What follows belongs to an exercise in optimizing a design on an open flow for small area and a short achievable clock period; a production flow would make more cautious choices. In this exercise RTL edits were held to simulation tests only and were not proved equivalent to the original. Power is estimated from default activity; no workload was simulated.

Design Main, start of the top module:
module Main(input clk, input reset,
    output [31:0] io_pc,
    input  [31:0] io_inst,
    output [1023:0] io_debug_regs,
    output [31:0] io_debug_if_inst,
    output [31:0] io_debug_id_inst,
    output [31:0] io_debug_exe_inst,
    output [31:0] io_debug_mem_inst,
    output [31:0] io_debug_wb_inst
);
  reg  [31:0] pc_r, inst_r;
  reg         brt_r;
  reg  [31:0] ifo_r;              
  reg  [31:0] a_r, b_r;           
  reg  [4:0]  d_dst;
  reg         d_rf_wen, d_lw, d_sw, d_beq, d_bne, d_jmp, d_jr, d_link;
  reg         d_op2, d_immhi;
  reg         d_sub, d_and, d_or, d_xor, d_nor, d_slt, d_sltu, d_lui;
  reg         d_sh, d_shv, d_shl, d_sha;
  reg         fe_a, fm_a, fw_a, fr_a;
  reg         fe_b, fm_b, fw_b, fr_b;
  reg         ye, ym, yw, yr, yi;     
  reg         stall_p;
  reg         r_op2, r_sub, r_add, r_and, r_or, r_xor, r_nor, r_slt, r_sltu;
  reg         r_lui, r_sh, r_link, r_sw;
  reg  [31:0] e_inst, e_res;
  reg  [4:0]  e_dst, e_addr;
  reg         e_rf_wen, e_mem_ren, e_mem_wen;
  reg  [31:0] m_inst, m_out;
  reg  [4:0]  m_dst, m_addr;
  reg         m_rf_wen, m_mem_ren, m_mem_wen;
  reg  [31:0] w_inst, w_out;
  reg  [4:0]  w_dst;
  reg         w_rf_wen, w_mem_ren;
  reg  [31:0] x_inst;
  reg  [1023:32] rfv;
  reg  [1023:0]  dmv;
  wire [1023:0]  rf_all = {rfv, 32'h0};
  function [31:0] rd32(input [1023:0] v, input [4:0] a);
    integer k;
    begin
      rd32 = 32'h0;
      for (k = 0; k < 32; k = k + 1)
        rd32 = rd32 | (v[k*32 +: 32] & {32{a == k}});
    end
  endfunction
  wire stall = stall_p & ~brt_r;
  wire kill  = stall_p | brt_r;         
  wire go    = ~kill;
  wire [31:0] if_inst = brt_r ? 32'h0 : inst_r;
  wire [31:0] opa = ({32{fe_a}} & e_res) | ({32{fm_a}} & m_out) |
                    ({32{fw_a}} & w_out) | ({32{fr_a}} & a_r);
  wire [31:0] opb = ({32{fe_b}} & e_res) | ({32{fm_b}} & m_out) |
                    ({32{fw_b}} & w_out) | ({32{fr_b}} & b_r);
  wire wz = w_dst == 5'd0;
  wire c_op2 = r_op2;
  wire c_sub = r_sub;
  wire ok    = ~brt_r & ~reset;
  wire [31:0] x = opa;
  wire [31:0] y = ({32{ye}} & e_res) | ({32{ym}} & m_out) |
                  ({32{yw}} & w_out) | ({32{yr}} & b_r) |
                  ({32{yi}} & {{16{d_immhi}}, inst_r[15:0]});
  wire [4:0]  sa = inst_r[10:6];
  wire [31:0] ya = y ^ {32{c_sub}};
  wire [31:0] pp = x ^ ya;
  wire [31:0] gk [0:5];
  wire [31:0] pk [0:5];
  ...
Settings: LEC_CHECK=0, CAP_MARGIN=20, CORE_MARGIN=2, CORE_UTILIZATION=40, CTS_CLUSTER_DIAMETER=80, CTS_CLUSTER_SIZE=24, SETUP_SLACK_MARGIN=5.0, SLEW_MARGIN=20, TNS_END_PERCENT=10; clock period 9.0 ns.
standard.sh (not shown) runs the stock make flow with config.mk's settings and CLKGATE_MAP_FILE= SYNTH_SCRIPT=/design/flow/synth_recipe.tcl, a recipe that flattens the netlist after the stock synthesis.
==> flow/flow/run.sh <==
#!/bin/bash
# The standard layout (the standard.sh, unchanged synthesis), with the
# smallest buffer, sky130_fd_sc_hd__buf_1, on the input and output ports.
# Up to clock tree synthesis the timing repair aims at config.mk's 5 ns of
# setup slack; the repair after global routing aims at 5.2 ns, to leave room
# for what detailed routing loses.  Each run's output goes to its own log.
export BUFFER_PORTS_ARGS="-buffer_cell sky130_fd_sc_hd__buf_1"
bash standard.sh cts > standard_cts.log 2>&1
bash standard.sh SETUP_SLACK_MARGIN=5.2 finish > standard_finish.log 2>&1
Then changed:
==> flow/flow/run.sh (replaced) <==
#!/bin/bash
# The standard layout (the standard.sh, unchanged synthesis), with the
# smallest buffer, sky130_fd_sc_hd__buf_1, on the input and output ports.
# Each tool's output goes to standard.log in this folder.
export BUFFER_PORTS_ARGS="-buffer_cell sky130_fd_sc_hd__buf_1"
bash standard.sh > standard.log 2>&1
- CAP_MARGIN: 20 -> 40
- SLEW_MARGIN: 20 -> 40
- TNS_END_PERCENT: 10 -> not set
Outcome: The changed run passed the timing, DRC and antenna checks. Via count shrinks by 0.59%. Power is about the same. Wire length hardly moves. Clock power stays flat. Die area does not change. Synthesized area does not change. Worst hold slack loses 0.029 ns. Global-route usage went up by 0.20 points. Core utilization fell by 0.11 points.
Then changed:
==> flow/flow/run.sh (replaced) <==
#!/bin/bash
# The standard layout (the standard.sh, unchanged synthesis), with the
# smallest buffer, sky130_fd_sc_hd__buf_1, on the input and output ports.
# Up to clock tree synthesis the timing repair aims at config.mk's 5 ns of
# setup slack; the repair after global routing aims at 5.4 ns, to leave room
# for what detailed routing loses.  Each run's output goes to its own log.
export BUFFER_PORTS_ARGS="-buffer_cell sky130_fd_sc_hd__buf_1"
bash standard.sh cts > standard_cts.log 2>&1
bash standard.sh SETUP_SLACK_MARGIN=5.4 finish > standard_finish.log 2>&1
- CAP_MARGIN: 40 -> 20
- SLEW_MARGIN: 40 -> 20
- TNS_END_PERCENT: not set -> 10
The changed run produced a clean layout. Worst hold slack gains 0.029 ns. Cell count came out higher by 1.4%. Flip-flop and latch count stays the same. Total power rises by 0.78%. Via count increases by 1.4%. Die area does not change. Worst setup slack gets better by 0.16 ns. Count of clock-buffer cells in the layout went down by 4. Routed wire length is higher by 0.65%.
Then changed:
==> flow/flow/run.sh (replaced) <==
#!/bin/bash
# The standard layout (the standard.sh, unchanged synthesis), with the
# smallest buffer, sky130_fd_sc_hd__buf_1, on the input and output ports.
# Up to clock tree synthesis the timing repair aims at config.mk's 5 ns of
# setup slack; the repair after global routing aims at 5.8 ns, to leave room
# for what detailed routing loses.  Each run's output goes to its own log.
export BUFFER_PORTS_ARGS="-buffer_cell sky130_fd_sc_hd__buf_1"
bash standard.sh cts > standard_cts.log 2>&1
bash standard.sh SETUP_SLACK_MARGIN=5.8 finish > standard_finish.log 2>&1
What happened:
- routed wire length came out higher by 3.2%
- power came out higher by 0.96%
- setup slack improves by 0.028 ns
- register-to-register slack degrades by 0.04 ns
- clock-buffer cell count is unchanged
- via count came out higher by 3.2%

static timing again, ports no longer ideal:
Ports are ideal in the flow. The routed layouts listed here were re-timed in OpenROAD.
Step 1, drivers: a clkbuf_16 drives clk and a buf_2 each remaining input, both assumed.
Step 2 moves the port delays by t, midway between the first and last clock arrival at a register: inputs arrive t later, outputs are due t later. That takes back most of the time a late clock gives input paths.
Slacks: no drivers / after step 1 / after step 2; pairs: no drivers / after step 1.
run	shift t [ns]	setup slack, ns	worst setup path after step 2	latest minus earliest clock arrival (ns)	cell pins on the clock port's net
the first run	0.993	4.887 / 4.764 / 4.078	input to register	0.126 / 0.126	1
the second run	1.023	4.720 / 4.720 / 3.755	input to register	0.103 / 0.103	1
the third run	0.999	4.877 / 4.752 / 4.299	input to register	0.127 / 0.127	1
the fourth run	1.002	4.905 / 4.905 / 4.129	input to register	0.125 / 0.126	1
After both steps setup and hold are still met in every run listed. For the second run, which loses most, drivers alone change the setup slack by 0.000 ns; drivers and shift together by -0.965 ns.
